This is an optimization exercise on Yosys and OpenROAD, whose aim is small area and a short achievable clock period, not a production implementation. Function was checked by simulation only, so behaviour that the tests miss may differ from the original. No activity file was given, so power comes from the tool's default toggle rates.

==> design/flow/design.v <==
`default_nettype none
module rate_divider(
    input  logic clk,
    input  logic rst,
    input  logic speed_up,
    input  logic speed_down,
    input  logic speed_reset,
    output logic newclock
);
localparam logic [16:0] SAT = 17'h1FFFF;
logic [15:0] mA, mP;
logic [31:0] d;
logic        rc;
logic [16:0] WA, WP;
function automatic logic [16:0] sat17(input logic [17:0] x);
    sat17 = x[17] ? SAT : x[16:0];
endfunction
logic [15:0] mA_n;
always_comb
    if (speed_reset)     mA_n = 16'd22;
    else if (speed_up)   mA_n = mP + 16'd1;
    else if (speed_down) mA_n = mP - 16'd1;
    else                 mA_n = mP;
wire [31:0] e    = d + 32'd1;
wire        dmax = &d;
wire        ebig = |e[31:16];
wire [17:0] VA       = {1'b0, WA} + {2'b0, mA};       
wire        mA_gt25k = mA > 16'd25000;
wire        mA_gt50k = mA > 16'd50000;
wire        mP_gt50k = mP > 16'd50000;
wire        E1 = dmax ? mA_gt25k
                      : (~mA_gt50k & ~ebig & (WA <= 17'd25000) & (VA > 18'd25000));
wire        E2 = dmax | (~mA_gt50k & (ebig | (VA > 18'd50000)));
wire [17:0] B   = {1'b0, WP} + {2'b0, mP};                  
wire [17:0] Gp  = B + {2'b0, e[15:0]} + 18'd1;              
wire [17:0] Gm  = B + {2'b11, ~e[15:0]};                    
wire [12:0] x13 = {1'b0, e[11:0]} + 13'd1;                  
wire [17:0] T22 = {5'b0, x13} * 18'd22;                     
logic [16:0] WA_n;
always_comb
    if (rc)                   WA_n = {mA_n, 1'b0};
    else if (speed_reset)     WA_n = (|e[31:12]) ? SAT : T22[16:0];
    else if (mP_gt50k | ebig) WA_n = SAT;
    else if (speed_up)        WA_n = sat17(Gp);
    else if (speed_down)      WA_n = sat17(Gm);
    else                      WA_n = sat17(B);
always_ff @(posedge clk, posedge rst)
    if (rst) begin
        mA <= 16'd22;
        mP <= 16'd22;
        d  <= 32'd0;
        rc <= 1'b0;
        newclock <= 1'b0;
        WA <= 17'd22;
        WP <= 17'd22;
    end else begin
        mA <= mA_n;
        mP <= mA;
        d  <= rc ? 32'd1 : e;
        WA <= WA_n;
        WP <= rc ? {mA, 1'b0} : sat17(VA);
        if (E1) begin
            newclock <= 1'b1;
            rc <= 1'b0;
        end else if (E2) begin
            newclock <= 1'b0;
            rc <= 1'b1;
        end else begin
            rc <= 1'b0;
        end
    end
endmodule
module address_gen(
    input  logic        clk,
    input  logic        rst,
    input  logic        en,
    input  logic [7:0]  kbd,
    output logic        idle,
    output logic [22:0] addr
);
localparam logic [1:0] idleFW = 2'b00, idleBW = 2'b01, FW = 2'b10, BW = 2'b11;
logic [1:0]  state;
logic [22:0] nextaddr;
wire D = (kbd == 8'h44) | (kbd == 8'h64);
wire E = (kbd == 8'h45) | (kbd == 8'h65);
wire B = (kbd == 8'h42) | (kbd == 8'h62);
wire F = (kbd == 8'h46) | (kbd == 8'h66);
wire R = (kbd == 8'h52) | (kbd == 8'h72);
wire wrapF = addr == 23'h7ffff;
wire wrapB = addr == 23'd0;
assign idle = state[1];
logic [1:0] state_n;
logic       clear, top, step, down;
always_comb begin
    state_n = state;
    clear = 1'b0; top = 1'b0; step = 1'b0; down = 1'b0;
    case (state)
    idleFW:
        if (R)      clear = 1'b1;
        else if (B) state_n = idleBW;
        else if (E) begin state_n = FW; step = 1'b1; end
    idleBW:
        if (R)      clear = 1'b1;
        else if (F) state_n = idleFW;
        else if (B) begin state_n = BW; step = 1'b1; end
    FW:
        if (wrapF | R) clear = 1'b1;
        else if (B) begin state_n = BW; step = 1'b1; down = 1'b1; end
        else if (D) state_n = idleFW;
        else        step = 1'b1;
    default:  
        if (wrapB | R) top = 1'b1;
        else if (F) begin state_n = FW; step = 1'b1; end
        else if (D) state_n = idleBW;
        else        begin step = 1'b1; down = 1'b1; end
    endcase
end
wire [22:0] t = addr ^ {23{down}};
logic [22:0] flip;
always_comb begin
    flip[0] = 1'b1;
    for (int i = 1; i < 23; i++) flip[i] = flip[i-1] & t[i-1];
end
wire [22:0] next_n = clear ? 23'd0 :
                     top   ? 23'h7ffff :
                     addr ^ (flip & {23{step}});
always_ff @(posedge clk, posedge rst)
    if (rst) begin
        state    <= idleFW;
        nextaddr <= 23'd0;
        addr     <= 23'd0;
    end else if (en) begin
        addr     <= nextaddr;
        nextaddr <= next_n;
        state    <= state_n;
    end
endmodule
module flash_fsm(
    input  logic        clk,
    input  logic        rst,
    input  logic        direction,
    input  logic [31:0] readdata,
    input  logic        readdatavalid,
    input  logic        idle,
    input  logic        newclock1,
    output logic [15:0] audiodata,
    output logic        flash_read,
    output logic [3:0]  flash_byteenable
);
localparam logic [2:0] START = 3'b110, READ = 3'b111, WAITREAD = 3'b100,
                       PLAY1 = 3'b000, PLAY2 = 3'b001;
logic [2:0] state;
always_ff @(posedge clk, posedge rst)
    if (rst) begin
        state     <= START;
        audiodata <= 16'b0;
    end else
        case (state)
        START:    if (idle) state <= READ;
        READ:     state <= WAITREAD;
        WAITREAD: if (readdatavalid) state <= PLAY1;
        PLAY1: begin
            audiodata <= direction ? readdata[31:16] : readdata[15:0];
            if (newclock1) state <= direction ? START : PLAY2;
        end
        PLAY2: begin
            audiodata <= direction ? readdata[15:0] : readdata[31:16];
            if (newclock1) state <= START;
        end
        default:  state <= START;
        endcase
assign flash_read       = state[2];
assign flash_byteenable = {4{state[1]}};
endmodule
`default_nettype wire
`default_nettype none
module ipod_player(
    input  logic        clk,
    input  logic        reset,
    input  logic [7:0]  kbd_ascii,
    input  logic        speed_up,
    input  logic        speed_down,
    input  logic        speed_reset,
    input  logic        direction,
    input  logic [31:0] flash_readdata,
    input  logic        flash_readdatavalid,
    output logic        flash_read,
    output logic [3:0]  flash_byteenable,
    output logic [22:0] flash_address,
    output logic [15:0] audio_data,
    output logic        sample_clk
);
logic newclock1;      
logic newclock1_q;    
logic edgeclock1;     
logic idle;
rate_divider div1 (
    .clk(clk), .rst(reset),
    .speed_up(speed_up), .speed_down(speed_down), .speed_reset(speed_reset),
    .newclock(newclock1)
);
always_ff @(posedge clk, posedge reset)
    if (reset) begin
        newclock1_q <= 1'b0;
        edgeclock1  <= 1'b0;
    end else begin
        newclock1_q <= newclock1;
        edgeclock1  <= newclock1_q;
    end
address_gen addressset (
    .clk(clk), .rst(reset),
    .en(newclock1 & ~newclock1_q),
    .kbd(kbd_ascii),
    .idle(idle),
    .addr(flash_address)
);
flash_fsm flash (
    .clk(clk), .rst(reset),
    .direction(direction),
    .readdata(flash_readdata),
    .readdatavalid(flash_readdatavalid),
    .idle(idle),
    .newclock1(edgeclock1),
    .audiodata(audio_data),
    .flash_read(flash_read),
    .flash_byteenable(flash_byteenable)
);
assign sample_clk = newclock1;
endmodule
`default_nettype wire
==> design/flow/run.sh <==
#!/bin/bash
# synth_recipe.tcl (not shown) runs the flow's synth.tcl, then flattens the netlist and writes it again
# the make line also repeats each setting of config.mk as NAME=value (left out here)
make -C /OpenROAD-flow-scripts/flow DESIGN_CONFIG=/design/flow/config.mk WORK_HOME=/design/flow/orfs CLKGATE_MAP_FILE= SYNTH_SCRIPT=/design/flow/synth_recipe.tcl finish
==> design/flow/config.mk <==
export PLATFORM = sky130hd
export DESIGN_NAME = ipod_player
export DESIGN_NICKNAME = ipod_player
export VERILOG_FILES = /design/flow/design.v
export SDC_FILE = /design/flow/constraint.sdc
export NUM_CORES = 4
export LEC_CHECK = 0
export CAP_MARGIN = 20
export CORE_MARGIN = 2
export CORE_UTILIZATION = 40
export SETUP_SLACK_MARGIN = 5
export SLEW_MARGIN = 20
==> design/flow/constraint.sdc <==
create_clock -name core_clock -period 100.0 [get_ports {clk}]
set_input_delay 20.0000 -clock core_clock [delete_from_list [all_inputs] [get_ports {clk}]]
set_output_delay 20.0000 -clock core_clock [all_outputs]
set_load 0.01 [all_outputs]
==> results of run 1 <==
kinds of logic after synthesis:
group | share of synthesized area (%)
AO/OA/AOI/OAI | 19.39
XOR/XNOR | 9.648
adder cells (fa/ha/maj) | 11.03
buffers and inverters | 5.439
flip-flops | 31.61
multiplexers | 3.921
AND/OR/NAND/NOR | 18.97
layout make-up:
cell class,count,share of cell area [%]
sequential,169,27.81
timing repair buffer,99,6.341
clock inverter,12,0.7045
inverter,116,2.884
multi-input combinational,1193,55.53
tap,448,3.670
clock buffer,20,3.056
power groups by stage:
stage,Sequential (mW),Combinational [mW],Clock (mW)
floorplan,0.102,0.215,0
global placement,0.108,0.279,0
detailed placement,0.109,0.283,0
CTS,0.107,0.285,0.0668
global route,0.110,0.318,0.0698
finish,0.107,0.284,0.0648
how the worst max path moves through the flow:
stage / startpoint / to / slack (ps) / depth (start not counted)
final: kbd_ascii[4] / addressset.nextaddr[22]$_DFFE_PP0P_ / 77100 / 12
after floorplan: reset / addressset.addr[0]$_DFFE_PP0P_ / 75450 / 1
after CTS: kbd_ascii[4] / addressset.nextaddr[22]$_DFFE_PP0P_ / 77130 / 12
after global placement: kbd_ascii[4] / addressset.nextaddr[6]$_DFFE_PP0P_ / 76780 / 11
after global routing: kbd_ascii[4] / addressset.nextaddr[6]$_DFFE_PP0P_ / 76760 / 11
after detailed placement: kbd_ascii[4] / addressset.nextaddr[22]$_DFFE_PP0P_ / 76690 / 12
critical path: cells and delay by family:
kind	cells	cell delay (ps)
compound gates	4	700
xor+xnor	1	140
buf+inv	2	780
simple gates	5	1600
routing by layer:
metal / global-route usage [%] / wire length [um] / vias up
met2: 33.61 / 16120 / 223
met4: 4.731 / 488 / 0
met1: 26.67 / 16130 / 5387
li1: - / - / 5595
met5: 0 / 0 / -
met3: 3.208 / 1473 / 29
flip-flops by register name, summed over array words and instances, names as in the netlist:
name	count
div1.d	32
addressset.nextaddr	23
flash.audiodata	16
edgeclock1	1
newclock1_q	1
div1.rc	1
div1.mA	16
div1.newclock	1
flash.state	3
div1.WP	17
div1.WA	17
div1.mP	16
addressset.state	2
addressset.addr	23
placed cells by master (no fill, tap or decap), types with 15 or more instances in the layout:
cell type        Yosys  routed
dfrtp_1            155     154
nor2_1             138     138
nand2_1            118     118
inv_1              116     115
ha_1                96      96
a21oi_1             90      90
clkdlybuf4s50_1      0      90
xnor2_1             88      88
o21ai_0             86      86
xor2_1              60      59
nor3_1              41      41
a21o_1              31      31
nand3_1             27      27
mux2_2              25      25
mux2i_1             23      23
and3_1              22      22
nand2b_1            21      20
nand4_1             20      20
or3_1               20      20
o22ai_1             17      17
a211oi_1            17      17
clkbuf_16            0      17
nor4_1              15      15
metrics by stage:
| stage | hold WS (ps) | power, mW | std cells |
|---|---|---|---|
| floorplan | 345.6 | 0.3174 | 1543 |
| global placement | 359.4 | 0.3871 | 2025 |
| detailed placement | 356.3 | 0.3915 | 2025 |
| CTS | 373.7 | 0.4588 | 2057 |
| global route | 381.4 | 0.4978 | 2057 |
| finish | 373.0 | 0.4561 | 2057 |
==> results_dict.tcl, run 1 <==
set metrics [dict create \
    synth.most_common_cell "dfrtp_1" \
    path_max_fanout 28 \
    netlist_area_um2 13440 \
    cts-root-buf "clkbuf_16" \
    synth_top_cell_by_area "dfrtp_1" \
    maxSlewHeadroom_pct 37.71 \
    grt.total_usage_pct 19.89 \
    antenna_cells 0 \
    ir_drop_mv 0.03333 \
    postSynthAreaPerCell_um2 8.707 \
    cts_buffers 17 \
    power_leakage_nw 6.949 \
    clk_pin_slew_worst_paths_ps 60 \
    ys_warn_count 4 \
    antenna_found_initial 0 \
    wl_mm 34.21 \
    max_freq_ghz 0.04367 \
    rsz0062_at_grt "no" \
    drv_cap 0 \
    rows 67 \
    worstHoldStart "newclock1_q$_DFF_PP0_" \
    p_int_mw 0.2462 \
    post_cts_buffers 0 \
    crit_path_end_kind "flop" \
    grt_max_degree 99 \
    setup_violations 0 \
    coreArea_um2 33280 \
    power_frac_seq_pct 23.4 \
    crit_path_max_incr_delay_ps 570 \
    postCtsHoldBufs 0 \
    grt_overflow 0 \
    combPwrFrac_pct 62.3 \
    n_fill_cell 3289 \
    nNetsFinal 1753 \
    switching_power_mw 0.2099 \
    start_util_pct 40.37 \
    grt_pass1_vias 10950 \
    port_buffers 90 \
    clock-sinks 169 \
    synth_seq_area_share_pct 31.61 \
    tightestPinTransition_ps 928.1 \
    synth_edf_count 0 \
    syn2layout_area_growth_pct 13.68 \
    fin_setup_tns_ps 0 \
    pre_cts_slack_ps 76690 \
    cp_cell_sequence "clkdlybuf4s50_1 -> nor4b_1 -> nor3b_1 -> a21boi_0 -> o221ai_2 -> buf_4 -> nor3b_1 -> o211a_1 -> and2b_1 -> nand2_1 -> xor2_1 -> o21ai_1" \
    hp-class "reg -> reg" \
    fin_crit_ps 22900 \
    timing.final.crit_share_pct 22.90 \
    route.detailed.drc 0 \
    drive_gt1_share_pct 8.017 \
    die_w_um 187.3 \
    r2r-start "div1.d[0]$_DFF_PP0_" \
    gp_congestion 0.8564 \
    hold_viol 0 \
    synth_common_cells "dfrtp_1, nor2_1, nand2_1" \
    drv_slew 0 \
    setup_ws_ps 77100 \
    cp_common_cell "nor3b_1" \
    synth_async_sr_flop_share_pct 100.0 \
    crit_type "in -> reg" \
    synth_top_area_share_pct 28.87 \
    synth.distinct_cells 90 \
    synth_area_leaders "dfrtp_1, ha_1, xnor2_1" \
    worstPathArrival_ps 23250 \
    synth-seq-cells 169 \
    finalInstanceArea_um2 15270 \
    vias 11230 \
    dieArea_um2 35070 \
    antenna_left 0 \
    cts.htree.levels 4 \
    r2r_cells 22 \
    syn_inst 1543 \
    switching_share_pct 46.03 \
    wl_per_cell_um 16.63 \
    dr.pass1.iters 6 \
    fin_skew_ps 15.36 \
    vias_per_cell 5.461 \
    die_h_um 187.3 \
    ios 92 \
    dp_hpwl_mm 25.84 \
    hold_path_end "edgeclock1$_DFF_PP0_" \
    status "complete, no violations" \
    fin_util_pct 45.89 \
    cts_resized 0 \
    required_ps 100350 \
    rr_endpoint "div1.WA[16]$_DFF_PP0_" \
    p_per_area_nw_per_um2 29.86 \
    multi_input_area_um2 8482 \
    cts_buffer_depth 2 \
    clk_latency_ps 440 \
    reg2reg_setup_slack_ps 94410 \
    critPathSlowestCell "nor4b_1" \
    grt_pass1_wl_mm 57.02 \
    min_path_cells 0 \
    tritoncts "done" \
    place_area_um2 14690 \
    syn_nets 1700 \
    drtIter0Drc 696 \
    clockPowerShare_pct 14.2 \
    cp-start-kind "input port" \
    register_area_um2 4248 \
    synth_top_flop_cell "dfrtp_1" \
]
==> run 2: changes to the inputs <==
--- a/design/flow/design.v
+++ b/design/flow/design.v
@@ -9,3 +9,3 @@
 );
-localparam logic [16:0] SAT = 17'h1FFFF;
+localparam logic [15:0] SAT = 16'hFFFF;
 logic [15:0] mA, mP;
@@ -13,5 +13,5 @@
 logic        rc;
-logic [16:0] WA, WP;
-function automatic logic [16:0] sat17(input logic [17:0] x);
-    sat17 = x[17] ? SAT : x[16:0];
+logic [15:0] WA, WP;
+function automatic logic [15:0] sat16(input logic [17:0] x);
+    sat16 = (|x[17:16]) ? SAT : x[15:0];
 endfunction
@@ -23,6 +23,7 @@
     else                 mA_n = mP;
-wire [31:0] e    = d + 32'd1;
-wire        dmax = &d;
+wire [32:0] e33  = {1'b0, d} + 33'd1;
+wire [31:0] e    = e33[31:0];
+wire        dmax = e33[32];
 wire        ebig = |e[31:16];
-wire [17:0] VA       = {1'b0, WA} + {2'b0, mA};       
+wire [16:0] VA       = {1'b0, WA} + {1'b0, mA};       
 wire        mA_gt25k = mA > 16'd25000;
@@ -31,5 +32,5 @@
 wire        E1 = dmax ? mA_gt25k
-                      : (~mA_gt50k & ~ebig & (WA <= 17'd25000) & (VA > 18'd25000));
-wire        E2 = dmax | (~mA_gt50k & (ebig | (VA > 18'd50000)));
-wire [17:0] B   = {1'b0, WP} + {2'b0, mP};                  
+                      : (~mA_gt50k & ~ebig & (WA <= 16'd25000) & (VA > 17'd25000));
+wire        E2 = dmax | (~mA_gt50k & (ebig | (VA > 17'd50000)));
+wire [17:0] B   = {2'b0, WP} + {2'b0, mP};                  
 wire [17:0] Gp  = B + {2'b0, e[15:0]} + 18'd1;              
@@ -38,10 +39,10 @@
 wire [17:0] T22 = {5'b0, x13} * 18'd22;                     
-logic [16:0] WA_n;
+logic [15:0] WA_n;
 always_comb
-    if (rc)                   WA_n = {mA_n, 1'b0};
-    else if (speed_reset)     WA_n = (|e[31:12]) ? SAT : T22[16:0];
+    if (rc)                   WA_n = (mA_n[15]) ? SAT : {mA_n[14:0], 1'b0};
+    else if (speed_reset)     WA_n = (|e[31:12]) ? SAT : sat16(T22);
     else if (mP_gt50k | ebig) WA_n = SAT;
-    else if (speed_up)        WA_n = sat17(Gp);
-    else if (speed_down)      WA_n = sat17(Gm);
-    else                      WA_n = sat17(B);
+    else if (speed_up)        WA_n = sat16(Gp);
+    else if (speed_down)      WA_n = sat16(Gm);
+    else                      WA_n = sat16(B);
 always_ff @(posedge clk, posedge rst)
@@ -53,4 +54,4 @@
         newclock <= 1'b0;
-        WA <= 17'd22;
-        WP <= 17'd22;
+        WA <= 16'd22;
+        WP <= 16'd22;
     end else begin
@@ -60,3 +61,3 @@
         WA <= WA_n;
-        WP <= rc ? {mA, 1'b0} : sat17(VA);
+        WP <= rc ? ((mA[15]) ? SAT : {mA[14:0], 1'b0}) : sat16({1'b0, VA});
         if (E1) begin
@@ -117,7 +118,10 @@
 end
-wire [22:0] t = addr ^ {23{down}};
-logic [22:0] flip;
+logic [22:0] flip_up, flip_dn;
 always_comb begin
-    flip[0] = 1'b1;
-    for (int i = 1; i < 23; i++) flip[i] = flip[i-1] & t[i-1];
+    flip_up[0] = 1'b1;
+    flip_dn[0] = 1'b1;
+    for (int i = 1; i < 23; i++) begin
+        flip_up[i] = flip_up[i-1] & addr[i-1];
+        flip_dn[i] = flip_dn[i-1] & ~addr[i-1];
+    end
 end
@@ -125,3 +129,3 @@
                      top   ? 23'h7ffff :
-                     addr ^ (flip & {23{step}});
+                     addr ^ ((flip_up & {23{step & ~down}}) | (flip_dn & {23{step & down}}));
 always_ff @(posedge clk, posedge rst)
==> results_dict.tcl, run 2 <==
set metrics [dict create \
    cts_buffers 17 \
    ios 92 \
    nNetsFinal 1779 \
    synthXorXnorAreaFrac_pct 8.429 \
    syn2layout_area_growth_pct 13.73 \
    tightestPinTransition_ps 885.0 \
    p_int_mw 0.2638 \
    maxSlewHeadroom_pct 40.55 \
    regMostFlops "div1.d" \
    power_leakage_nw 6.764 \
    switching_power_mw 0.2423 \
    required_ps 100280 \
    synth.distinct_cells 95 \
    grt_pass1_vias 11380 \
    cts-root-buf "clkbuf_16" \
    antenna_left 0 \
    coreArea_um2 33360 \
    cp-start-kind "input port" \
    route.detailed.drc 0 \
    postCtsHoldBufs 0 \
    grt_max_degree 101 \
    wl_mm 36.02 \
    largest_reg_flops 32 \
    hp-class "reg -> reg" \
    cts_buffer_depth 2 \
    fin_crit_ps 23010 \
    clock-sinks 167 \
    switching_share_pct 47.87 \
    worstPathArrival_ps 23280 \
    synth_top_family_by_area "simple AND/OR/NAND/NOR gates" \
    critPathSlowestCell "clkdlybuf4s50_1" \
    synth-compound-area-share_pct 19.57 \
    drv_cap 0 \
    fin_setup_tns_ps 0 \
    grt.total_usage_pct 20.58 \
    setup_violations 0 \
    drive_gt1_share_pct 7.532 \
    synth_area_leaders "dfrtp_1, ha_1, xnor2_1" \
    grt_overflow 0 \
    drv_slew 0 \
    vias 11690 \
    synth_async_sr_flop_share_pct 100.0 \
    p_per_area_nw_per_um2 32.95 \
    clockPowerShare_pct 13.4 \
    crit_path_max_incr_delay_ps 910 \
    ir_drop_mv 0.06048 \
    hold_viol 0 \
    path_max_fanout 16 \
    fin_skew_ps 18.81 \
    synth_top_flop_cell "dfrtp_1" \
    rsz0062_at_grt "no" \
    clk_pin_slew_worst_paths_ps 70 \
    postSynthAreaPerCell_um2 8.593 \
    crit_path_end_kind "flop" \
    cp_cell_sequence "clkdlybuf4s50_1 -> nor2b_1 -> nand4_1 -> nor4_1 -> a31oi_1 -> or2_0 -> a21oi_1 -> nand2b_1 -> nand2_1 -> a311oi_1" \
    synth_top_cell_by_area "dfrtp_1" \
    fin_hold_ws_ps 410.8 \
    synth_seq_area_share_pct 31.07 \
    netlist_area_um2 13510 \
    wl_per_cell_um 17.31 \
    multi_input_area_um2 8607 \
    power_frac_seq_pct 21.9 \
    synthSimpleGateAreaFrac_pct 20.83 \
    status "complete, no violations" \
    timing.final.crit_share_pct 23.01 \
    synth_top_area_share_pct 28.34 \
    post_cts_buffers 0 \
    synth.most_common_cell "dfrtp_1" \
    synth.area.mux_share_pct 3.631 \
    synthAdderAreaFrac_pct 11.15 \
    register_area_um2 4197 \
    clk_latency_ps 430 \
    antenna_cells 0 \
    gp_congestion 0.8685 \
    die_w_um 187.8 \
    n_fill_cell 3243 \
    dieArea_um2 35260 \
    drtIter0Drc 825 \
    layout_commonest_cell "dfrtp_1" \
    grt_pass1_wl_mm 59.17 \
    synth_edf_count 0 \
    cts.htree.levels 4 \
    final_cell_mix "dfrtp_1, nor2_1, nand2_1" \
    synth_common_cells "dfrtp_1, nor2_1, nand2_1" \
    vias_per_cell 5.619 \
    synth-seq-cells 167 \
    syn_inst 1572 \
    ys_warn_count 4 \
    rows 67 \
    antenna_found_initial 0 \
    cts_resized 0 \
    die_h_um 187.8 \
    start_util_pct 40.49 \
    dp_hpwl_mm 27.27 \
    syn_nets 1731 \
    port_buffers 90 \
    crit_type "in -> reg" \
    max_freq_ghz 0.04346 \
    top_regs "div1.d (32), addressset.addr (23), addressset.nextaddr (23)" \
    dr.pass1.iters 5 \
    combPwrFrac_pct 64.7 \
    tritoncts "done" \
]
run 2: kinds of logic after synthesis:
| logic type | Yosys count |
|---|---|
| simple gates | 542 |
| compound gates | 397 |
| buf+inv | 178 |
| xor+xnor | 130 |
| flops | 167 |
| fa+ha+maj | 112 |
| mux | 46 |
run 2: final cells by class:
| class | count | share of cell area, % |
|---|---|---|
| clock inverter | 15 | 1.140 |
| multi-input combinational | 1227 | 56.03 |
| timing repair buffer | 103 | 6.524 |
| inverter | 104 | 2.574 |
| sequential | 167 | 27.32 |
| clock buffer | 17 | 2.769 |
| tap | 448 | 3.649 |
run 2: power groups by stage:
stage / registers (mW) / clock network, mW / logic, mW
after CTS: 0.111 / 0.0695 / 0.326
final: 0.111 / 0.0679 / 0.327
after floorplan: 0.105 / 0 / 0.240
after global routing: 0.114 / 0.0725 / 0.368
after detailed placement: 0.111 / 0 / 0.324
after global placement: 0.111 / 0 / 0.320
run 2: final timing paths:
check	from	endpoint	slack, ps	depth (start not counted)
hold reg to reg	div1.mA[4]$_DFF_PP1_	div1.mP[4]$_DFF_PP1_	410	0
hold / removal	div1.mA[4]$_DFF_PP1_	div1.mP[4]$_DFF_PP1_	410	0
min in group asynchronous	reset	flash.audiodata[14]$_DFFE_PP0P_	20160	2
setup reg to reg	div1.d[0]$_DFF_PP0_	div1.WA[5]$_DFF_PP0_	93370	24
setup / recovery	speed_down	div1.WA[0]$_DFF_PP0_	76990	10
max in group asynchronous	reset	div1.WA[15]$_DFF_PP0_	78400	3
run 2: metal layers:
layer	wire (um)	global-route usage, %	vias up
met4	692	5.451	0
li1	-	-	5774
met3	1530	2.695	41
met2	16840	34.47	296
met5	0	0	-
met1	16950	28.00	5582
run 2: stage by stage:
stage | instances | cell area [um^2] | power, mW | setup WS [ps] | util (%)
3_3_place_gp | 2048 | 14750 | 0.4306 | 76700 | 44.21
3_5_place_dp | 2049 | 14760 | 0.4353 | 76710 | 44.24
6_report | 2081 | 15360 | 0.5061 | 76990 | 46.04
5_1_grt | 2081 | 15360 | 0.5540 | 76890 | 46.04
4_1_cts | 2081 | 15360 | 0.5065 | 77150 | 46.04
2_1_floorplan | 1572 | 13510 | 0.3447 | 75500 | -
run 2: worst max-delay path: cells and delay by family:
family | cells | cell delay, ps
buffers and inverters | 1 | 910
and+or+nand+nor | 6 | 1650
AOI/OAI and AO/OA | 3 | 700
==> run 3: changes to the inputs <==
--- a/design/flow/config.mk
+++ b/design/flow/config.mk
@@ -7,2 +7,3 @@
 export LEC_CHECK = 0
+export ABC_AREA = 1
 export CAP_MARGIN = 20
==> results_dict.tcl, run 3 <==
set metrics [dict create \
    status "complete, no violations" \
    grt_max_degree 94 \
    synth_top_cell_by_area "dfrtp_1" \
    finalInstanceArea_um2 16320 \
    n_fill_cell 3709 \
    cts_buffers 17 \
    place_inst 2688 \
    drtIter0Drc 1040 \
    multi_input_area_um2 8773 \
    r2r_cells 24 \
    drv_slew 0 \
    synth.most_common_cell "nand2_1" \
    setup_ws_ps 77300 \
    ir_drop_mv 0.03833 \
    die_w_um 193.7 \
    syn2layout_area_growth_pct 13.37 \
    wl_per_cell_um 15.46 \
    clk_latency_ps 440 \
    p_total_mw 0.5409 \
    hp-class "reg -> reg" \
    fin_cells 2720 \
    ys_warn_count 4 \
    path_max_fanout 17 \
    fin_setup_tns_ps 0 \
    final_cell_mix "nand2_1, inv_1, nor2_1" \
    register_area_um2 4197 \
    postCtsHoldBufs 0 \
    syn_nets 2340 \
    clock-sinks 167 \
    synth_seq_area_share_pct 29.15 \
    place_area_um2 15720 \
    startpoint "speed_down" \
    dieArea_um2 37520 \
    nNetsFinal 2405 \
    rows 69 \
    fin_util_pct 45.99 \
    tightestPinTransition_ps 913.7 \
    timing.final.crit_share_pct 22.70 \
    maxSlewHeadroom_pct 39.09 \
    regMostFlops "div1.d" \
    rsz0062_at_grt "no" \
    synth_common_cells "nand2_1, inv_1, nor2_1" \
    antenna_cells 0 \
    vias 14180 \
    top_regs "div1.d (32), addressset.addr (23), addressset.nextaddr (23)" \
    required_ps 100320 \
    fin_hold_ws_ps 398.3 \
    cts_buffer_depth 2 \
    fin_crit_ps 22700 \
    ios 92 \
    antenna_found_initial 0 \
    layout_commonest_cell "nand2_1" \
    postSynthAreaPerCell_um2 6.600 \
    max_freq_ghz 0.04405 \
    largest_reg_flops 32 \
    drv_cap 0 \
    tritoncts "done" \
    synth_top_area_share_pct 26.60 \
    fin_skew_ps 17.11 \
    crit_path_end_kind "flop" \
    cp-start-kind "input port" \
    min_path_cells 0 \
    synth_area_leaders "dfrtp_1, nand2_1, ha_1" \
    cts_resized 0 \
    netlist_area_um2 14400 \
    gp_congestion 0.9224 \
    power_leakage_nw 8.437 \
    pre_cts_slack_ps 76960 \
    dr.pass1.iters 5 \
    dp_hpwl_mm 32.90 \
    route.detailed.drc 0 \
    drive_gt1_share_pct 3.896 \
    setup_violations 0 \
    worstPathArrival_ps 23020 \
    synth_edf_count 0 \
    r2r-start "div1.d[0]$_DFF_PP0_" \
    crit_type "in -> reg" \
    antenna_left 0 \
    coreArea_um2 35480 \
    hold_viol 0 \
    wl_mm 42.04 \
    cts.htree.levels 4 \
    grt_overflow 0 \
    grt_pass1_vias 13570 \
    port_buffers 90 \
    clk_pin_slew_worst_paths_ps 70 \
    start_util_pct 40.57 \
    synth_async_sr_flop_share_pct 100.0 \
    grt.total_usage_pct 22.90 \
    crit_path_end "div1.WA[6]$_DFF_PP0_" \
    p_per_area_nw_per_um2 33.14 \
    post_cts_buffers 0 \
    syn_inst 2181 \
    reg2reg_setup_slack_ps 94110 \
    grt_pass1_wl_mm 70.17 \
    vias_per_cell 5.214 \
    die_h_um 193.7 \
    synth_top_flop_cell "dfrtp_1" \
    rr_endpoint "div1.WA[9]$_DFF_PP0_" \
    synth-seq-cells 167 \
    cts-root-buf "clkbuf_16" \
    synth.distinct_cells 53 \
]
[run 3: changes by cell type in the layout (fill, tap and decap cells not counted), sizes merged, moves of 64 or more]
cell / previous run / this run
nand3: 48 / 184
nor2: 136 / 226
inv: 112 / 323
xnor2: 79 / 15
nand2: 117 / 607
[run 3: cell type report]
type | instances | share of cell area [%]
clock buffers | 18 | 2.630
clock inverters | 14 | 1.035
inverters | 320 | 7.391
multi-input cells | 1641 | 53.76
flip-flops and latches | 167 | 25.71
well taps | 461 | 3.534
repair buffers | 99 | 5.934
[run 3: kinds of logic (layout without fill, tap and decap cells)]
group / after synthesis / count (layout) / share of synthesized area (%)
AND/OR/NAND/NOR: 1124 / 1124 / 33.02
buffers and inverters: 373 / 451 / 9.970
AO/OA/AOI/OAI: 338 / 338 / 13.32
flip-flops: 167 / 167 / 29.15
adder cells (fa/ha/maj): 112 / 112 / 10.47
XOR/XNOR: 67 / 67 / 4.077
[run 3: critical path: stages]
cell,delay (ps)
clkdlybuf4s50_1,840
inv_1,400
nor2_1,200
nand4_1,200
nor3_1,330
nand4_1,140
o21ai_0,130
a21oi_1,80
o21ai_0,80
inv_1,260
o21ai_0,250
nand2_1,90
[run 3: worst min path at each step]
stage                              start               endpoint  slack (ps)
2_1_floorplan      newclock1_q$_DFF_PP0_   edgeclock1$_DFF_PP0_         350
3_3_place_gp   div1.newclock$_DFFE_PP0P_  newclock1_q$_DFF_PP0_         380
3_5_place_dp        div1.mA[2]$_DFF_PP1_   div1.mP[2]$_DFF_PP1_         390
4_1_cts             div1.mA[2]$_DFF_PP1_   div1.mP[2]$_DFF_PP1_         400
5_1_grt             div1.mA[2]$_DFF_PP1_   div1.mP[2]$_DFF_PP1_         410
6_report            div1.mA[2]$_DFF_PP1_   div1.mP[2]$_DFF_PP1_         400
[run 3: power by group]
group	switching, mW	internal, mW	leakage, nW	total (mW)
Sequential	0.0171	0.0893	2.14	0.106
Clock	0.0300	0.0376	0.292	0.0676
Combinational	0.233	0.134	6.00	0.367
Total	0.280	0.261	8.44	0.541
[run 3: per-layer routing]
| layer | up-vias | track usage [%] | share of wire, % |
|---|---|---|---|
| met2 | 403 | 37.62 | 45 |
| met5 | - | 0 | 0 |
| met4 | 0 | 5.852 | 1.7 |
| met3 | 39 | 2.731 | 5.3 |
| met1 | 6536 | 32.00 | 48 |
| li1 | 7205 | - | - |
==> run 4: changes to the inputs <==
--- a/design/flow/design.v
+++ b/design/flow/design.v
@@ -14,5 +14,26 @@
 logic [15:0] WA, WP;
-function automatic logic [15:0] sat16(input logic [17:0] x);
-    sat16 = (|x[17:16]) ? SAT : x[15:0];
+function automatic logic gt16(input logic [15:0] a, input logic [15:0] c);
+    logic g;
+    g = 1'b0;
+    for (int i = 0; i < 16; i++) g = c[i] ? (a[i] & g) : (a[i] | g);
+    gt16 = g;
 endfunction
+function automatic logic gt17(input logic [16:0] a, input logic [16:0] c);
+    logic g;
+    g = 1'b0;
+    for (int i = 0; i < 17; i++) g = c[i] ? (a[i] & g) : (a[i] | g);
+    gt17 = g;
+endfunction
+logic [15:0] mP_inc, mP_dec;
+logic [16:0] ci, cd;
+always_comb begin
+    ci[0] = 1'b1;
+    cd[0] = 1'b1;
+    for (int i = 0; i < 16; i++) begin
+        mP_inc[i] = mP[i] ^ ci[i];
+        mP_dec[i] = mP[i] ^ cd[i];
+        ci[i+1] = ci[i] & mP[i];
+        cd[i+1] = cd[i] & ~mP[i];
+    end
+end
 logic [15:0] mA_n;
@@ -20,29 +41,59 @@
     if (speed_reset)     mA_n = 16'd22;
-    else if (speed_up)   mA_n = mP + 16'd1;
-    else if (speed_down) mA_n = mP - 16'd1;
+    else if (speed_up)   mA_n = mP_inc;
+    else if (speed_down) mA_n = mP_dec;
     else                 mA_n = mP;
-wire [32:0] e33  = {1'b0, d} + 33'd1;
-wire [31:0] e    = e33[31:0];
-wire        dmax = e33[32];
-wire        ebig = |e[31:16];
-wire [16:0] VA       = {1'b0, WA} + {1'b0, mA};       
-wire        mA_gt25k = mA > 16'd25000;
-wire        mA_gt50k = mA > 16'd50000;
-wire        mP_gt50k = mP > 16'd50000;
+logic [31:0] e;
+logic [32:0] ce;
+always_comb begin
+    ce[0] = 1'b1;
+    for (int i = 0; i < 32; i++) begin
+        e[i] = d[i] ^ ce[i];
+        ce[i+1] = ce[i] & d[i];
+    end
+end
+wire dmax = ce[32];
+wire ebig = |e[31:16];
+wire [15:0] VA_s;
+wire        VA_c;
+rca #(16) addVA (.a(WA), .b(mA), .ci(1'b0), .s(VA_s), .co(VA_c));
+wire [16:0] VA = {VA_c, VA_s};                           
+wire        mA_gt25k = gt16(mA, 16'd25000);
+wire        mA_gt50k = gt16(mA, 16'd50000);
+wire        mP_gt50k = gt16(mP, 16'd50000);
 wire        E1 = dmax ? mA_gt25k
-                      : (~mA_gt50k & ~ebig & (WA <= 16'd25000) & (VA > 17'd25000));
-wire        E2 = dmax | (~mA_gt50k & (ebig | (VA > 17'd50000)));
-wire [17:0] B   = {2'b0, WP} + {2'b0, mP};                  
-wire [17:0] Gp  = B + {2'b0, e[15:0]} + 18'd1;              
-wire [17:0] Gm  = B + {2'b11, ~e[15:0]};                    
-wire [12:0] x13 = {1'b0, e[11:0]} + 13'd1;                  
-wire [17:0] T22 = {5'b0, x13} * 18'd22;                     
+                      : (~mA_gt50k & ~ebig & ~gt16(WA, 16'd25000) & gt17(VA, 17'd25000));
+wire        E2 = dmax | (~mA_gt50k & (ebig | gt17(VA, 17'd50000)));
+wire [15:0] B_s;
+wire        B_c;
+rca #(16) addB (.a(WP), .b(mP), .ci(1'b0), .s(B_s), .co(B_c));
+wire [16:0] B = {B_c, B_s};                              
+wire [16:0] Gp_s, Gm_s;
+wire        Gp_c, Gm_c;
+rca #(17) addGp (.a(B), .b({1'b0, e[15:0]}), .ci(1'b1), .s(Gp_s), .co(Gp_c));   
+rca #(17) addGm (.a(B), .b({1'b1, ~e[15:0]}), .ci(1'b0), .s(Gm_s), .co(Gm_c));   
+logic [12:0] x;
+logic [12:0] cx;
+always_comb begin
+    cx[0] = 1'b1;
+    for (int i = 0; i < 12; i++) begin
+        x[i] = e[i] ^ cx[i];
+        cx[i+1] = cx[i] & e[i];
+    end
+    x[12] = cx[12];
+end
+wire [13:0] x3_s;
+wire        x3_c;
+rca #(14) add3x (.a({1'b0, x}), .b({x, 1'b0}), .ci(1'b0), .s(x3_s), .co(x3_c));
+wire [12:0] x11_s;
+wire        x11_c;
+rca #(13) add11x (.a({x3_c, x3_s[13:3]}), .b(x), .ci(1'b0), .s(x11_s), .co(x11_c));
+wire [16:0] x11 = {x11_c, x11_s, x3_s[2:0]};             
 logic [15:0] WA_n;
 always_comb
-    if (rc)                   WA_n = (mA_n[15]) ? SAT : {mA_n[14:0], 1'b0};
-    else if (speed_reset)     WA_n = (|e[31:12]) ? SAT : sat16(T22);
+    if (rc)                   WA_n = mA_n[15] ? SAT : {mA_n[14:0], 1'b0};
+    else if (speed_reset)     WA_n = ((|e[31:12]) | x11[16] | x11[15]) ? SAT : {x11[14:0], 1'b0};
     else if (mP_gt50k | ebig) WA_n = SAT;
-    else if (speed_up)        WA_n = sat16(Gp);
-    else if (speed_down)      WA_n = sat16(Gm);
-    else                      WA_n = sat16(B);
+    else if (speed_up)        WA_n = (Gp_c | Gp_s[16]) ? SAT : Gp_s[15:0];
+    else if (speed_down)      WA_n = Gm_s[16] ? SAT : Gm_s[15:0];
+    else                      WA_n = B_c ? SAT : B_s;
 always_ff @(posedge clk, posedge rst)
@@ -61,3 +112,3 @@
         WA <= WA_n;
-        WP <= rc ? ((mA[15]) ? SAT : {mA[14:0], 1'b0}) : sat16({1'b0, VA});
+        WP <= rc ? (mA[15] ? SAT : {mA[14:0], 1'b0}) : (VA_c ? SAT : VA_s);
         if (E1) begin
@@ -72,2 +123,17 @@
     end
+endmodule
+module rca #(parameter int N = 8) (
+    input  logic [N-1:0] a,
+    input  logic [N-1:0] b,
+    input  logic         ci,
+    output logic [N-1:0] s,
+    output logic         co
+);
+logic [N:0] c;
+assign c[0] = ci;
+for (genvar i = 0; i < N; i++) begin : g_bit
+    assign s[i]   = a[i] ^ b[i] ^ c[i];
+    assign c[i+1] = (a[i] & b[i]) | (c[i] & (a[i] ^ b[i]));
+end
+assign co = c[N];
 endmodule
==> design/flow/flow/run.sh (new file) <==
#!/bin/bash
# The standard layout, with the port buffers made from the smallest
# buffer cell (buf_1) instead of the one buffer_ports picks by itself.
set -euo pipefail
export BUFFER_PORTS_ARGS="-buffer_cell sky130_fd_sc_hd__buf_1"
bash standard.sh finish > standard_flow.log 2>&1
==> design/flow/standard.sh (new file) <==
#!/bin/bash
# synth_recipe.tcl (not shown) runs the flow's synth.tcl, then flattens the netlist and writes it again
# the make line also repeats each setting of config.mk as NAME=value (left out here)
make -C /OpenROAD-flow-scripts/flow DESIGN_CONFIG=/design/flow/config.mk WORK_HOME=/design/flow/orfs CLKGATE_MAP_FILE= SYNTH_SCRIPT=/design/flow/synth_recipe.tcl "${@:-finish}"
--- a/design/flow/config.mk
+++ b/design/flow/config.mk
@@ -7,3 +7,2 @@
 export LEC_CHECK = 0
-export ABC_AREA = 1
 export CAP_MARGIN = 20
removed: design/flow/run.sh
==> results_dict.tcl, run 4 <==
set metrics [dict create \
    n_fill_cell 2714 \
    top_regs "div1.d (32), addressset.addr (23), addressset.nextaddr (23)" \
    synth_edf_count 0 \
    cts_buffers 17 \
    switching_share_pct 42.42 \
    drv_cap 0 \
    tightestPinTransition_ps 1059 \
    cts.htree.levels 4 \
    fin_skew_ps 11.64 \
    required_ps 100310 \
    setup_ws_ps 77450 \
    clk_pin_slew_worst_paths_ps 70 \
    hp-class "reg -> reg" \
    synth_top_cell_by_area "dfrtp_1" \
    combPwrFrac_pct 52.1 \
    finalInstanceArea_um2 12780 \
    die_w_um 174.3 \
    p_int_mw 0.2056 \
    setup_violations 0 \
    final_cell_mix "dfrtp_1, inv_1, buf_1" \
    synth_async_sr_flop_share_pct 100.0 \
    clock-sinks 167 \
    synth-seq-cells 167 \
    switching_power_mw 0.1514 \
    synth_top_area_share_pct 33.01 \
    rows 62 \
    syn_inst 1141 \
    grt.total_usage_pct 17.88 \
    status "complete, no violations" \
    hold_viol 0 \
    cts-root-buf "clkbuf_16" \
    postCtsHoldBufs 0 \
    syn_nets 1350 \
    largest_reg_flops 32 \
    synth.distinct_cells 77 \
    power_frac_seq_pct 29.8 \
    regMostFlops "div1.d" \
    vias_per_cell 5.355 \
    clk_latency_ps 440 \
    tritoncts "done" \
    wl_per_cell_um 16.20 \
    synth.most_common_cell "dfrtp_1" \
    nNetsFinal 1402 \
    power_leakage_nw 5.965 \
    syn2layout_area_growth_pct 10.18 \
    antenna_cells 0 \
    cts_resized 0 \
    ys_warn_count 5 \
    gp_congestion 0.8365 \
    synth_top_flop_cell "dfrtp_1" \
    start_util_pct 40.52 \
    netlist_area_um2 11600 \
    fin_cells 1590 \
    ir_drop_mv 0.01410 \
    synth_area_leaders "dfrtp_1, fa_1, ha_1" \
    port_buffers 90 \
    fin_setup_tns_ps 0 \
    timing.final.crit_share_pct 22.55 \
    multi_input_area_um2 6673 \
    ios 92 \
    cts_buffer_depth 2 \
    drtIter0Drc 477 \
    maxSlewHeadroom_pct 29.32 \
    dp_hpwl_mm 19.00 \
    coreArea_um2 28630 \
    grt_max_degree 93 \
    route.detailed.drc 0 \
    cp-start-kind "input port" \
    grt_pass1_vias 8551 \
    grt_overflow 0 \
    wl_mm 25.75 \
    antenna_left 0 \
    drv_slew 0 \
    dr.pass1.iters 5 \
    pre_cts_slack_ps 77110 \
    postSynthAreaPerCell_um2 10.17 \
    place_inst 1558 \
    register_area_um2 4200 \
    grt_pass1_wl_mm 43.73 \
    fin_crit_ps 22550 \
    place_area_um2 12210 \
    synth_seq_area_share_pct 36.18 \
    crit_path_end_kind "flop" \
    antenna_found_initial 0 \
    layout_commonest_cell "dfrtp_1" \
    path_max_fanout 12 \
    fin_util_pct 44.65 \
    post_cts_buffers 0 \
    p_per_area_nw_per_um2 27.94 \
    dieArea_um2 30380 \
    synth_common_cells "dfrtp_1, inv_1, ha_1" \
    worstPathArrival_ps 22860 \
    max_freq_ghz 0.04434 \
    drive_gt1_share_pct 9.287 \
    die_h_um 174.3 \
    rsz0062_at_grt "no" \
    crit_type "in -> reg" \
    clockPowerShare_pct 18.1 \
    vias 8514 \
]
-- run 4: cell type report --
type | count | share of cell area, %
multi-input combinational | 786 | 52.21
inverter | 125 | 3.711
timing repair buffer | 96 | 3.006
clock buffer | 18 | 3.358
clock inverter | 14 | 1.087
sequential | 167 | 32.87
tap | 384 | 3.760
-- run 4: kinds of logic after synthesis --
logic type	Yosys count	share of synthesized area [%]
AOI/OAI and AO/OA	237	13.44
DFF	167	36.18
buffers and inverters	188	6.472
muxes	54	5.027
xor gates and xnor gates	21	1.586
adders and majority gates	162	22.59
and+or+nand+nor	312	14.70
-- run 4: final timing paths --
| path | startpoint | end | slack [ps] | depth (start not counted) |
|---|---|---|---|---|
| hold reg to reg | newclock1_q$_DFF_PP0_ | edgeclock1$_DFF_PP0_ | 370 | 0 |
| setup / recovery | kbd_ascii[3] | addressset.nextaddr[15]$_DFFE_PP0P_ | 77450 | 8 |
| max in group asynchronous | reset | div1.rc$_DFF_PP0_ | 78690 | 3 |
| hold / removal | newclock1_q$_DFF_PP0_ | edgeclock1$_DFF_PP0_ | 370 | 0 |
| setup reg to reg | div1.mP[1]$_DFF_PP1_ | div1.WA[3]$_DFF_PP0_ | 90490 | 25 |
| min in group asynchronous | reset | div1.mA[3]$_DFF_PP0_ | 19750 | 2 |
-- run 4: through the flow --
| stage | power (mW) | hold WS (ps) |
|---|---|---|
| after floorplan | 0.2454 | 345.6 |
| after global placement | 0.2871 | 350.0 |
| after detailed placement | 0.2925 | 351.1 |
| after CTS | 0.3596 | 368.2 |
| after global routing | 0.3945 | 383.4 |
| final | 0.3570 | 368.4 |
-- run 4: power by group through the flow --
stage          Combinational, mW  Sequential [mW]  Clock (mW)
6_report                   0.186            0.106      0.0648
5_1_grt                    0.215            0.110      0.0698
4_1_cts                    0.187            0.106      0.0667
3_5_place_dp               0.185            0.108           0
3_3_place_gp               0.180            0.107           0
2_1_floorplan              0.144            0.102           0
-- run 4: critical path, stage by stage --
cell	delay (ps)
buf_1	80
or3b_1	490
nor4b_1	600
o21a_1	470
nand2_1	290
or3_1	400
a2111oi_0	420
nor3_1	110
-- run 4: metal layers --
layer / GRT usage, % / wire length (um) / up-vias
met5: 0 / 0 / -
met4: 4.657 / 316 / 0
met3: 2.843 / 1363 / 21
met2: 27.96 / 11560 / 233
met1: 25.91 / 12510 / 4175
li1: - / - / 4085
==> run 5: changes to the inputs <==
--- a/design/flow/config.mk
+++ b/design/flow/config.mk
@@ -10,2 +10,3 @@
 export CORE_UTILIZATION = 40
+export CTS_BUF_LIST = sky130_fd_sc_hd__clkbuf_8
 export SETUP_SLACK_MARGIN = 5
==> results_dict.tcl, run 5 <==
set metrics [dict create \
    die_h_um 174.3 \
    largest_reg_flops 32 \
    cts_buffer_depth 2 \
    grt_pass1_wl_mm 43.70 \
    ios 92 \
    synth_seq_area_share_pct 36.18 \
    grt_max_degree 93 \
    crit_type "in -> reg" \
    cp-start-kind "input port" \
    min_path_cells 0 \
    cts_buffers 17 \
    max_freq_ghz 0.04443 \
    highest_layer "met4" \
    synth.area.mux_share_pct 5.027 \
    cts-root-buf "clkbuf_8" \
    worstPathArrival_ps 22870 \
    route.met3.wl_mm 1.506 \
    fin_skew_ps 18.03 \
    syn2layout_area_growth_pct 8.533 \
    synth_top_area_share_pct 33.01 \
    fin_cells 1590 \
    synth-seq-cells 167 \
    synth.most_common_cell "dfrtp_1" \
    regMostFlops "div1.d" \
    clock-sinks 167 \
    finalInstanceArea_um2 12590 \
    syn_inst 1141 \
    status "complete, no violations" \
    rsz0062_at_grt "no" \
    ys_warn_count 5 \
    tritoncts "done" \
    path_max_fanout 12 \
    p_per_area_nw_per_um2 26.99 \
    synthAdderAreaFrac_pct 22.59 \
    syn_nets 1350 \
    post_cts_buffers 0 \
    synth_common_cells "dfrtp_1, inv_1, ha_1" \
    final_cell_mix "dfrtp_1, inv_1, buf_1" \
    port_buffers 90 \
    tightestPinTransition_ps 1059 \
    cts_resized 0 \
    postCtsHoldBufs 0 \
    die_w_um 174.3 \
    hp-class "reg -> reg" \
    synth_edf_count 0 \
    hold_viol 0 \
    wl_per_cell_um 16.14 \
    drv_slew 0 \
    place_inst 1558 \
    timing.final.crit_share_pct 22.51 \
    wl_mm 25.67 \
    vias_per_cell 5.372 \
    place_area_um2 12210 \
    cts.htree.levels 4 \
    gp_congestion 0.8365 \
    synth_top_family_by_area "adder cells" \
    grt.total_usage_pct 17.89 \
    fin_setup_tns_ps 0 \
    synth.distinct_cells 77 \
    fin_util_pct 43.98 \
    postSynthAreaPerCell_um2 10.17 \
    drive_gt1_share_pct 9.287 \
    antenna_found_initial 0 \
    drv_cap 0 \
    vias 8542 \
    crit_path_end_kind "flop" \
    route.detailed.drc 0 \
    drtIter0Drc 521 \
    synth_top_flop_cell "dfrtp_1" \
    fin_hold_ws_ps 375.6 \
    pre_cts_slack_ps 77110 \
    coreArea_um2 28630 \
    grt_overflow 0 \
    start_util_pct 40.52 \
    clk_pin_slew_worst_paths_ps 100 \
    antenna_left 0 \
    setup_violations 0 \
    synthSimpleGateAreaFrac_pct 14.70 \
    ir_drop_mv 0.01473 \
    synth_async_sr_flop_share_pct 100.0 \
    synth_area_leaders "dfrtp_1, fa_1, ha_1" \
    antenna_cells 0 \
    layout_commonest_cell "dfrtp_1" \
    top_regs "div1.d (32), addressset.addr (23), addressset.nextaddr (23)" \
    setup_ws_ps 77490 \
    rows 62 \
    r2r_cells 25 \
    wl_met2_mm 11.63 \
    synth_top_cell_by_area "dfrtp_1" \
    fin_crit_ps 22510 \
    clk_latency_ps 490 \
    p_total_mw 0.3397 \
    nNetsFinal 1402 \
    wl_met1_mm 12.30 \
    dieArea_um2 30380 \
    netlist_area_um2 11600 \
    grt_pass1_vias 8535 \
    synth-compound-area-share_pct 13.44 \
    dr.pass1.iters 8 \
    synthXorXnorAreaFrac_pct 1.586 \
    power_leakage_nw 5.881 \
    dp_hpwl_mm 19.00 \
    required_ps 100360 \
    maxSlewHeadroom_pct 29.32 \
]
==> run 5: final timing paths <==
check / startpoint / endpoint / slack (ps)
setup / recovery: kbd_ascii[3] / addressset.nextaddr[15]$_DFFE_PP0P_ / 77490
setup reg to reg: div1.mP[1]$_DFF_PP1_ / div1.WA[3]$_DFF_PP0_ / 90530
hold / removal: newclock1_q$_DFF_PP0_ / edgeclock1$_DFF_PP0_ / 380
hold reg to reg: newclock1_q$_DFF_PP0_ / edgeclock1$_DFF_PP0_ / 380
max in group asynchronous: reset / div1.rc$_DFF_PP0_ / 78760
min in group asynchronous: reset / flash.audiodata[9]$_DFFE_PP0P_ / 19700
==> run 5: logic make-up (layout without fill, tap and decap cells) <==
kind of cell / after synthesis / after routing
DFF: 167 / 167
and+or+nand+nor: 312 / 312
muxes: 54 / 54
buffers and inverters: 188 / 253
AOI/OAI and AO/OA: 237 / 237
xor gates and xnor gates: 21 / 21
adders and majority gates: 162 / 162
==> run 5: power breakdown <==
| group | internal, mW | switching, mW |
|---|---|---|
| clock | 0.0203 | 0.0278 |
| sequential | 0.0878 | 0.0184 |
| combinational | 0.0825 | 0.103 |
| total | 0.191 | 0.149 |
==> run 5: per-layer routing <==
layer	GRT usage, %	vias up
met2	28.01	257
met3	3.062	13
met4	4.517	0
met1	25.82	4187
li1	-	4085
met5	0	-
==> run 5: worst max-delay path, cell delays in order <==
cell and delay, ps:
buf_1 80, or3b_1 490, nor4b_1 600, o21a_1 470, nand2_1 290, or3_1 400
a2111oi_0 420, nor3_1 110
==> run 5: final cells by class <==
cell class	instances	area [um^2]
clock buffers	17	234.0
clock inverters	15	142.6
fillers	2741	16040
inverters	125	474.2
multi-input cells	786	6673
flip-flops and latches	167	4200
well taps	384	480.5
repair buffers	96	384.1
==> run 6: changes to the inputs <==
==> design/flow/run.sh (new file) <==
#!/bin/bash
# synth_recipe.tcl (not shown) runs the flow's synth.tcl, then flattens the netlist and writes it again
# the make line also repeats each setting of config.mk as NAME=value (left out here)
make -C /OpenROAD-flow-scripts/flow DESIGN_CONFIG=/design/flow/config.mk WORK_HOME=/design/flow/orfs CLKGATE_MAP_FILE= SYNTH_SCRIPT=/design/flow/synth_recipe.tcl finish
--- a/design/flow/config.mk
+++ b/design/flow/config.mk
@@ -10,3 +10,2 @@
 export CORE_UTILIZATION = 40
-export CTS_BUF_LIST = sky130_fd_sc_hd__clkbuf_8
 export SETUP_SLACK_MARGIN = 5
removed: design/flow/flow/run.sh
removed: design/flow/standard.sh
==> results_dict.tcl, run 6 <==
set metrics [dict create \
    status "complete, no violations" \
    crit_path_end_kind "flop" \
    largest_reg_flops 32 \
    drv_slew 0 \
    syn_inst 1141 \
    synth_top_flop_cell "dfrtp_1" \
    power_leakage_nw 6.208 \
    clock-sinks 167 \
    use_met2_pct 28.27 \
    start_util_pct 40.52 \
    final_cell_mix "dfrtp_1, inv_1, clkdlybuf4s50_1" \
    synth.most_common_cell "dfrtp_1" \
    cp-start-kind "input port" \
    grt_max_degree 100 \
    synth_async_sr_flop_share_pct 100.0 \
    crit_type "in -> reg" \
    cts_buffers 17 \
    grt_pass1_wl_mm 44.79 \
    synth.area.mux_share_pct 5.027 \
    port_buffers 90 \
    maxSlewHeadroom_pct 37.39 \
    layout_commonest_cell "dfrtp_1" \
    post_cts_buffers 0 \
    tritoncts "done" \
    antenna_cells 0 \
    gp_congestion 0.8471 \
    drv_cap 0 \
    regMostFlops "div1.d" \
    p_per_area_nw_per_um2 27.52 \
    synth_common_cells "dfrtp_1, inv_1, ha_1" \
    max_freq_ghz 0.04369 \
    hp-class "reg -> reg" \
    rsz0062_at_grt "no" \
    fin_crit_ps 22890 \
    cts-root-buf "clkbuf_16" \
    worstPathArrival_ps 23190 \
    wl_per_cell_um 16.37 \
    die_h_um 174.3 \
    grtUsageMet1_pct 26.55 \
    synthSimpleGateAreaFrac_pct 14.70 \
    dr.pass1.iters 5 \
    coreArea_um2 28630 \
    syn2layout_area_growth_pct 15.31 \
    ios 92 \
    fin_setup_tns_ps 0 \
    fin_util_pct 46.72 \
    cts_resized 0 \
    synth_edf_count 0 \
    die_w_um 174.3 \
    synth-seq-cells 167 \
    ir_drop_mv 0.01625 \
    synthAdderAreaFrac_pct 22.59 \
    postSynthAreaPerCell_um2 10.17 \
    grt.total_usage_pct 18.24 \
    tightestPinTransition_ps 930.6 \
    antenna_found_initial 0 \
    gr-usage-met3_pct 3.128 \
    top_regs "div1.d (32), addressset.addr (23), addressset.nextaddr (23)" \
    synth_top_family_by_area "adder cells" \
    dieArea_um2 30380 \
    wl_mm 26.04 \
    postCtsHoldBufs 0 \
    busiest_layer "met2" \
    grt_pass1_vias 8682 \
    rows 62 \
    route.detailed.drc 0 \
    antenna_left 0 \
    hold_viol 0 \
    synth_seq_area_share_pct 36.18 \
    cts_buffer_depth 2 \
    cts.htree.levels 4 \
    ys_warn_count 5 \
    nNetsFinal 1403 \
    synth_top_area_share_pct 33.01 \
    synth-compound-area-share_pct 13.44 \
    clk_pin_slew_worst_paths_ps 70 \
    netlist_area_um2 11600 \
    synthXorXnorAreaFrac_pct 1.586 \
    fin_skew_ps 17.71 \
    dp_hpwl_mm 19.22 \
    grt_overflow 0 \
    path_max_fanout 12 \
    synth_area_leaders "dfrtp_1, fa_1, ha_1" \
    synth_top_cell_by_area "dfrtp_1" \
    setup_violations 0 \
    required_ps 100300 \
    drtIter0Drc 577 \
    vias 8530 \
    synth.distinct_cells 77 \
    syn_nets 1350 \
    timing.final.crit_share_pct 22.89 \
    drive_gt1_share_pct 9.362 \
    vias_per_cell 5.361 \
    clk_latency_ps 440 \
]
[run 6: cell counts after synthesis]
Identical to the previous run, type by type.
[run 6: layout make-up]
class	instances	area, um^2
tap	384	480.5
inverter	125	474.2
sequential	167	4198
multi-input combinational	786	6684
timing repair buffer	97	953.4
fill	2649	15250
clock inverter	15	158.9
clock buffer	17	425.4
[run 6: path summary, 6_finish.rpt]
check,from,end,slack (ps),depth (start not counted)
worst max-delay path,kbd_ascii[6],addressset.nextaddr[15]$_DFFE_PP0P_,77110,8
worst min-delay path,newclock1_q$_DFF_PP0_,edgeclock1$_DFF_PP0_,370,0
worst max register to register,div1.mP[1]$_DFF_PP1_,div1.WA[15]$_DFF_PP0_,90530,26
worst min register to register,newclock1_q$_DFF_PP0_,edgeclock1$_DFF_PP0_,370,0
max in group asynchronous,reset,addressset.nextaddr[15]$_DFFE_PP0P_,78400,3
min in group asynchronous,reset,div1.mP[0]$_DFF_PP0_,20120,2
[run 6: cells by family after synthesis]
| logic type | after synthesis |
|---|---|
| buffers and inverters | 188 |
| muxes | 54 |
| DFF | 167 |
| and+or+nand+nor | 312 |
| adders and majority gates | 162 |
| AOI/OAI and AO/OA | 237 |
| xor gates and xnor gates | 21 |
[run 6: through the flow]
step	std cells	area [um^2]	power (mW)	hold slack (ps)	setup slack (ps)
6_report	1591	13370	0.3681	367.5	77110
5_1_grt	1591	13370	0.4046	391.4	76850
4_1_cts	1591	13360	0.3709	374.0	77160
3_5_place_dp	1559	12770	0.3031	359.7	76700
3_3_place_gp	1558	12770	0.2994	350.4	76770
2_1_floorplan	1141	11600	0.2454	345.6	75500
[run 6: power breakdown]
group          internal (mW)  switching, mW
logic                 0.0929          0.106
clock network         0.0334         0.0316
registers             0.0879         0.0161
[run 6: routing by layer]
layer / vias up / share of wire, %
li1: 4098 / -
met1: 4183 / 49
met2: 223 / 44
met3: 26 / 5.3
met4: 0 / 1.2
met5: - / 0
[run 6: worst max-delay path, stage by stage]
cell and delay, ps:
clkdlybuf4s50_1 460, or3b_1 460, nor4b_1 600, o21a_1 480, nand2_1 270, or3_1 400, a2111oi_0 410, nor3_1 110

## afterwards: timing with drivers on the ports
In the flow no input, the clock included, has a driving cell. The finished layouts below were timed again as built, in two steps. Step 1 sets driving cells, clkbuf_16 on the clock port and buf_2 on the other inputs (assumed; they add their load-dependent delay and slew). Step 2 adds t to the input delays and takes it off the output delays; t is the mean of the earliest and latest rising clock arrival at the registers after step 1. Input paths then give back, and output paths get back, about the clock's delay inside the block. Three values: ideal ports, drivers, drivers and shift; two values: the first two.
| run | t, ns | slack for setup (ns) | slew at the worst register clock pin (ns) | pins driven straight from the clock port |
|---|---|---|---|---|
| run 1 | 0.479 | 77.102 / 77.128 / 76.649 | 0.08 / 0.08 | 1 |
| run 2 | 0.475 | 76.992 / 77.022 / 76.547 | 0.08 / 0.08 | 1 |
| run 3 | 0.481 | 77.299 / 77.323 / 76.841 | 0.07 / 0.07 | 1 |
| run 4 | 0.478 | 77.448 / 77.473 / 76.994 | 0.08 / 0.08 | 1 |
| run 5 | 0.523 | 77.491 / 77.513 / 76.990 | 0.10 / 0.10 | 1 |
| run 6 | 0.481 | 77.109 / 77.125 / 76.644 | 0.08 / 0.08 | 1 |
After both steps every run listed still meets setup and hold. For run 5, which loses most, drivers alone change the setup slack by +0.022 ns; drivers and shift together by -0.501 ns.
